Background: an optimization exercise with open tools, aiming at small area and a short achievable clock period. Do not read the settings as production practice.
RTL that was checked went through simulation tests only; none was proved equivalent to the original.

## rev 12
==> module phase_accumulator, before the edit <==
module phase_accumulator(clk, reset, mode, fph, word_in, word_out, phase);
    parameter M = 48;
    parameter N = 14;
    input clk, reset, fph;
    input [1:0] mode;
    input  [M-1:0] word_in;
    output [M-1:0] word_out;
    output [N-1:0] phase;
    reg [M-1:0] freq, acc;
    wire run = mode == 2'b00;
    wire wr  = mode == 2'b11;
    wire rd  = mode == 2'b10;
    wire wf = wr & fph;
    wire wa = wr & ~fph;
    assign phase    = acc[M-1:M-N];
    assign word_out = ({M{rd & fph}} & freq) | ({M{rd & ~fph}} & acc);
    wire [M-1:0] g0 = acc & freq;
    wire [M-1:0] p0 = acc ^ freq;
    localparam TOPL = 1 << ($clog2(M) - 2);
    reg [M-1:0] G, P;
    integer l, i;
    always @(*) begin
        G = g0; P = p0;
        for (l = 1; l < M; l = l * 2)
            for (i = 2*l-1; i < M; i = i + 2*l) begin
                G[i] = G[i] | (P[i] & G[i-l]);
                P[i] = P[i] & P[i-l];
            end
        for (l = TOPL; l >= 1; l = l / 2)
            for (i = 3*l-1; i < M; i = i + 2*l) begin
                G[i] = G[i] | (P[i] & G[i-l]);
                P[i] = P[i] & P[i-l];
            end
    end
    wire [M-1:0] sum = p0 ^ {G[M-2:0], 1'b0};
    wire [M-1:0] acc_n = run ? sum : (wa ? word_in : acc);
    always @ (posedge clk, posedge reset)
        if (reset) begin
            freq  <= 'b0;
            acc   <= 'b0;
        end else begin
            acc <= acc_n;
            if (wf) freq <= word_in;
        end
endmodule
Settings: LEC_CHECK=0, ABC_AREA=1, CAP_MARGIN=20, CORE_MARGIN=2, CORE_UTILIZATION=40, SETUP_SLACK_MARGIN=2.5, SLEW_MARGIN=20, SYNTH_MEMORY_MAX_BITS=65536; clock period 7.0 ns.
run.sh (not shown) runs the stock make flow with config.mk's settings and CLKGATE_MAP_FILE= SYNTH_SCRIPT=/design/flow/synth_recipe.tcl, a recipe that flattens the netlist after the stock synthesis.
## Diff of input files: rev 13 against rev 12
--- a/flow/design.v
+++ b/flow/design.v
@@ -1314,41 +1314,25 @@
     output [M-1:0] word_out;
     output [N-1:0] phase;
     reg [M-1:0] freq, acc;
-    wire run = mode == 2'b00;
-    wire wr  = mode == 2'b11;
-    wire rd  = mode == 2'b10;
-    wire wf = wr & fph;
-    wire wa = wr & ~fph;
     assign phase    = acc[M-1:M-N];
-    assign word_out = ({M{rd & fph}} & freq) | ({M{rd & ~fph}} & acc);
-    wire [M-1:0] g0 = acc & freq;
-    wire [M-1:0] p0 = acc ^ freq;
-    localparam TOPL = 1 << ($clog2(M) - 2);
-    reg [M-1:0] G, P;
-    integer l, i;
-    always @(*) begin
-        G = g0; P = p0;
-        for (l = 1; l < M; l = l * 2)
-            for (i = 2*l-1; i < M; i = i + 2*l) begin
-                G[i] = G[i] | (P[i] & G[i-l]);
-                P[i] = P[i] & P[i-l];
-            end
-        for (l = TOPL; l >= 1; l = l / 2)
-            for (i = 3*l-1; i < M; i = i + 2*l) begin
-                G[i] = G[i] | (P[i] & G[i-l]);
-                P[i] = P[i] & P[i-l];
-            end
-    end
-    wire [M-1:0] sum = p0 ^ {G[M-2:0], 1'b0};
-    wire [M-1:0] acc_n = run ? sum : (wa ? word_in : acc);
+    assign word_out = mode == 2'b10 ? (fph ? freq : acc) : {M{1'b0}};
     always @ (posedge clk, posedge reset)
+    begin
         if (reset) begin
             freq  <= 'b0;
             acc   <= 'b0;
-        end else begin
-            acc <= acc_n;
-            if (wf) freq <= word_in;
         end
+        else begin
+            if (!mode)
+                acc <= acc + freq;
+            else if (mode == 2'b11) begin
+                if (fph)
+                    freq <= word_in;
+                else
+                    acc  <= word_in;
+            end
+        end
+    end
 endmodule
 module nco_core(clk, reset, mode, fph, word_in, word_out, amplitude);
     parameter M = 48;
## What came out
Compared with rev 12, rev 13 shows a higher total track usage. In the reports for rev 12 and rev 13, the larger cell count belongs to rev 13. Changes observed in rev 13 relative to rev 12: final sequential cell count has remained practically unchanged, first-pass GRT wire length has increased, critical path depth has decreased.
No run of this note included a check of the RTL's function; only the layout flow was run.


Another version of the RTL of nco_core (not shown whole).
Size: ~110 flip-flops, ~110 I/O pins, about 0.014 sq mm of cells after synthesis.
clock: 7.0 ns
lec_check: 0
abc_area: 1
cap_margin: 20
core_margin: 2
core_utilization: 40
setup_slack_margin: 3.0
slew_margin: 20
synth_memory_max_bits: 65536
standard.sh (not shown) runs the stock make flow with config.mk's settings and CLKGATE_MAP_FILE= SYNTH_SCRIPT=/design/flow/synth_recipe.tcl, a recipe that flattens the netlist after the stock synthesis.
==> flow/flow/run.sh <==
#!/bin/bash
# Standard synthesis and layout (standard.sh), with two layout settings changed:
# ports are buffered with buf_2 instead of the delay-cell buffer buffer_ports picks,
# and timing repair may resize a cell into one of a different footprint.
set -euo pipefail
cd "$(dirname "$0")/.."
bash standard.sh \
  "BUFFER_PORTS_ARGS=-buffer_cell sky130_fd_sc_hd__buf_2" \
  MATCH_CELL_FOOTPRINT=0 \
  finish > flow_make.log 2>&1
The first run went through all stages and came out clean.
Edit:
--- a/flow/design.v
+++ b/flow/design.v
@@ -1295,24 +1295,24 @@
     10'd1020: t1 = 6'd1;
     10'd1021: t1 = 6'd1;
     10'd1022: t1 = 6'd1;
     10'd1023: t1 = 6'd1;
     default: t1 = 6'd0;
   endcase
 end
-reg [6:0] hr;
-reg [6:0] lr;
+reg [12:0] t0r;
+reg [5:0] t1r;
 reg q13, eos;
 always @(posedge clk) begin
-    hr <= t0[12:6];
-    lr <= {1'b0, t0[5:0]} + {1'b0, t1};
+    t0r <= t0;
+    t1r <= t1;
     q13 <= phase[13];
     eos <= eo;
 end
-wire [12:0] s = {hr + lr[6], lr[5:0]};
+wire [14:0] s = t0r + t1r + 15'd0;
 wire [10:0] m = s[12:2];
 assign amplitude = eos ? (q13 ? {1'b0, ~m} : {1'b1, m}) : {P{1'b0}};
 endmodule
 module phase_accumulator(clk, reset, mode, fph, word_in, word_out, phase);
     parameter M = 48;
     parameter N = 14;
     input clk, reset, fph;
Outcome: The changed run finished with timing, DRC and antenna clean; routed wire length goes up slightly; die area goes up by a few percent; hold slack hardly moves; first-iteration DRC count goes down by about a fifth; via count goes up by a few percent; flip-flop and latch count goes up by 7; sequential share of layout area goes up by 0.69 points; core utilization goes down by 0.99 points; clock skew goes down by 0.0051 ns; final area goes up slightly.
No functional check of the RTL was part of the first run of this note.

==> static timing again, ports no longer ideal <==
The results above use ideal ports. As a check the final layouts listed here were re-extracted and re-timed, cells and wires unchanged.
Step 1 (the two cells are an assumption about what drives the block):
set clk [get_ports {clk}]
set_driving_cell -lib_cell sky130_fd_sc_hd__clkbuf_16 $clk
set_driving_cell -lib_cell sky130_fd_sc_hd__buf_2 [delete_from_list [all_inputs] $clk]
Step 2 moves the port delays by t, midway between the first and last clock arrival at a register: inputs arrive t later, outputs are due t later. That takes back most of the time a late clock gives input paths.
Three values: ideal, step 1, step 2; two values: the first two.
| run | shift t [ns] | setup WS [ns] | clock arrival spread, ns | cell pins on the clock port's net |
|---|---|---|---|---|
| rev 12 | 0.400 | 2.635 / 2.634 / 2.634 | 0.010 / 0.010 | 1 |
| rev 13 | 0.425 | 2.603 / 2.581 / 2.581 | 0.011 / 0.011 | 1 |
| the first run of note 2 | 0.414 | 2.962 / 2.942 / 2.942 | 0.024 / 0.023 | 1 |
| the second run of note 2 | 0.474 | 3.153 / 3.127 / 2.933 | 0.015 / 0.016 | 1 |
After both steps every run listed still meets setup and hold. The setup slack of the second run of note 2, which loses most, moves by -0.026 ns with the drivers and by -0.220 ns with both steps.
